This design comes from an exercise in tuning for small area, a short achievable clock period and few clock cycles on the open sky130 flow, not from production work. The RTL was checked by simulation tests, not by an equivalence proof against the original design. No activity file was given, so power comes from the tool's default toggle rates.

==> exp/juniper: inputs <==
==> flow/design.v (excerpt) <==
module CPU (
    input             Clk,
    input             Reset,
    input      [31:0] Input_Data,
    output     [31:0] Address,
    output     [31:0] Output_Data,
    output     [ 3:0] Write_Enable
);
export LEC_CHECK = 0
export CAP_MARGIN = 20
export CORE_MARGIN = 2
export CORE_UTILIZATION = 40
export SLEW_MARGIN = 20
create_clock -name core_clock -period 15.0 [get_ports {Clk}]
run.sh (not shown) runs the stock make flow with config.mk's settings and CLKGATE_MAP_FILE= SYNTH_SCRIPT=/design/flow/synth_recipe.tcl, a recipe that flattens the netlist after the stock synthesis.
==> inputs of exp/tundra, as changes to exp/juniper <==
--- a/flow/design.v
+++ b/flow/design.v
@@ -21,14 +21,12 @@
   reg  [ 2:0] m_f3;        
   reg  [ 3:0] m_we2;       
   wire [31:0] ir = {ir_r, 2'b11};
   wire [ 4:0] opc = ir[6:2];
   wire [ 2:0] f3  = ir[14:12];
   wire [ 4:0] rd  = ir[11:7];
-  wire [ 4:0] ra  = ir[19:15];
-  wire [ 4:0] rb  = ir[24:20];
   wire op_lui    = (opc == 5'b01101);
   wire op_auipc  = (opc == 5'b00101);
   wire op_jal    = (opc == 5'b11011);
   wire op_jalr   = (opc == 5'b11001);
   wire op_branch = (opc == 5'b11000);
   wire op_load   = (opc == 5'b00000);
@@ -47,14 +45,23 @@
   wire [ 4:0] rf_wa;
   wire [31:0] rf_wd;
   always @(posedge Clk) begin
     if (rf_we && rf_wa != 5'd0)
       r_regs[rf_wa] <= rf_wd;
   end
-  wire [31:0] rs1 = (ra == 5'd0) ? 32'h00000000 : r_regs[ra];
-  wire [31:0] rs2 = (rb == 5'd0) ? 32'h00000000 : r_regs[rb];
+  reg  [31:1] ra_oh, rb_oh;
+  reg  [31:0] rs1, rs2;
+  integer k;
+  always @(*) begin
+    rs1 = 32'h00000000;
+    rs2 = 32'h00000000;
+    for (k = 1; k < 32; k = k + 1) begin
+      rs1 = rs1 | (r_regs[k] & {32{ra_oh[k]}});
+      rs2 = rs2 | (r_regs[k] & {32{rb_oh[k]}});
+    end
+  end
   wire [31:0] opb = (op_reg | op_branch) ? rs2 :
                     op_store ? imm_s : imm_i;
   wire        sub = (op_reg & ir[30] & (f3 == 3'b000)) |
                     ((op_reg | op_imm) & (f3[2:1] == 2'b01)) | op_branch;
   wire [32:0] sum = {1'b0, rs1} + {1'b0, opb ^ {32{sub}}} + {32'd0, sub};
   wire        ltu = ~sum[32];
@@ -159,12 +166,16 @@
       ir_v    <= 1'b0;
       we_r    <= 4'b0000;
       ph1     <= 1'b0;
       ph2     <= 1'b0;
     end else if (normal) begin
       ir_r <= Input_Data[31:2];
+      for (k = 1; k < 32; k = k + 1) begin
+        ra_oh[k] <= (Input_Data[19:15] == k[4:0]);
+        rb_oh[k] <= (Input_Data[24:20] == k[4:0]);
+      end
       pc_r <= addr_r[31:2];
       if (mem_op) begin
         addr_r  <= sum;
         ir_v    <= 1'b1;
         ph1     <= 1'b1;
         we_r    <= op_store ? lane_mask[3:0] : 4'b0000;
==> flow/flow/run.sh (new file) <==
#!/bin/bash
set -euo pipefail
MARGIN=$(cat flow/margin.txt)
bash standard.sh SETUP_SLACK_MARGIN=$MARGIN finish > standard_flow.log 2>&1
==> flow/flow/margin.txt (new file) <==
9.5
==> flow/standard.sh (new file) <==
#!/bin/bash
# synth_recipe.tcl (not shown) runs the flow's synth.tcl, then flattens the netlist and writes it again
# the make line also repeats each setting of config.mk as NAME=value (left out here)
make -C /OpenROAD-flow-scripts/flow DESIGN_CONFIG=/design/flow/config.mk WORK_HOME=/design/flow/orfs CLKGATE_MAP_FILE= SYNTH_SCRIPT=/design/flow/synth_recipe.tcl "${@:-finish}"
removed: flow/run.sh
==> qor summary <==
| quantity | exp/juniper | exp/tundra |
|---|---|---|
| Run status | finished clean | finished clean |
| Fin Hold WS | 0.505 ns | 0.489 ns |
| Share of power burned in registers | 40.5% | 44.2% |
| Met2 usage in global routing | 48.2% | 57.9% |
| Critical register-to-register path endpoint | r_regs[12][29] | addr_r[3] |
| RSZ-0062 raised after global routing | no | yes |
| Vias in the first global route | 47,900 | 53,100 |
| Total of clock buffers placed in the layout | 163 | 144 |
| Antenna diodes | 5 | 10 |
| Sequential share of cell area | 45.6% | 45.6% |
| Share of the core filled with cells | 45.2% | 50.7% |
| DIE AREA | 0.169 sq mm | 0.158 sq mm |
| Chip height | 411 um | 397 um |
| Wire length on met3 | 32,000 um | 60,500 um |
| Worst-margin pin slew | 1.22 ns | 1.23 ns |
| RePlAce Congestion | 1.05 | 1.03 |
| Number of synthesized flops with an enable pin | 1,097 | 1,159 |
| Detailed Place HPWL | 179,000 um | 194,000 um |
| Top cell type's share of synthesized area | 49.7% | 56.3% |
| Total power consumption of the routed design | 9.30 mW | 8.71 mW |
| Routed WL | 278,000 um | 341,000 um |
| ClkCell Share | 5.78% | 5.47% |
Testbench counts of exp/juniper, summed over its fixed seeds: cycles 128,057.
Testbench counts of exp/tundra, summed over its fixed seeds: cycles 128,057.

-- separate check: timing with driven ports --
No port has a modelled driver above. Below, the same layouts with a new extraction and two added sets of constraints.
Step 1, drivers: a clkbuf_16 drives Clk and a buf_2 each remaining input, both assumed.
Step 2 adds t to the input delays and takes it off the output delays; t is the mean of the earliest and latest rising clock arrival at the registers after step 1. Input paths then give back, and output paths get back, about the clock's delay inside the block.
a / b / c = ideal / step 1 / step 2; a / b = the first two.
run	shift t [ns]	setup slack, ns	worst setup path after step 2	latest minus earliest clock arrival (ns)	slew at the worst register clock pin (ns)
exp/juniper	0.887	5.759 / 5.759 / 5.759	register to register	0.045 / 0.045	0.07 / 0.07
exp/tundra	0.829	9.139 / 9.139 / 8.736	input to register	0.117 / 0.117	0.07 / 0.07
After both steps setup and hold are still met in every run listed. For exp/tundra, which loses most, drivers alone change the setup slack by 0.000 ns; drivers and shift together by -0.403 ns.
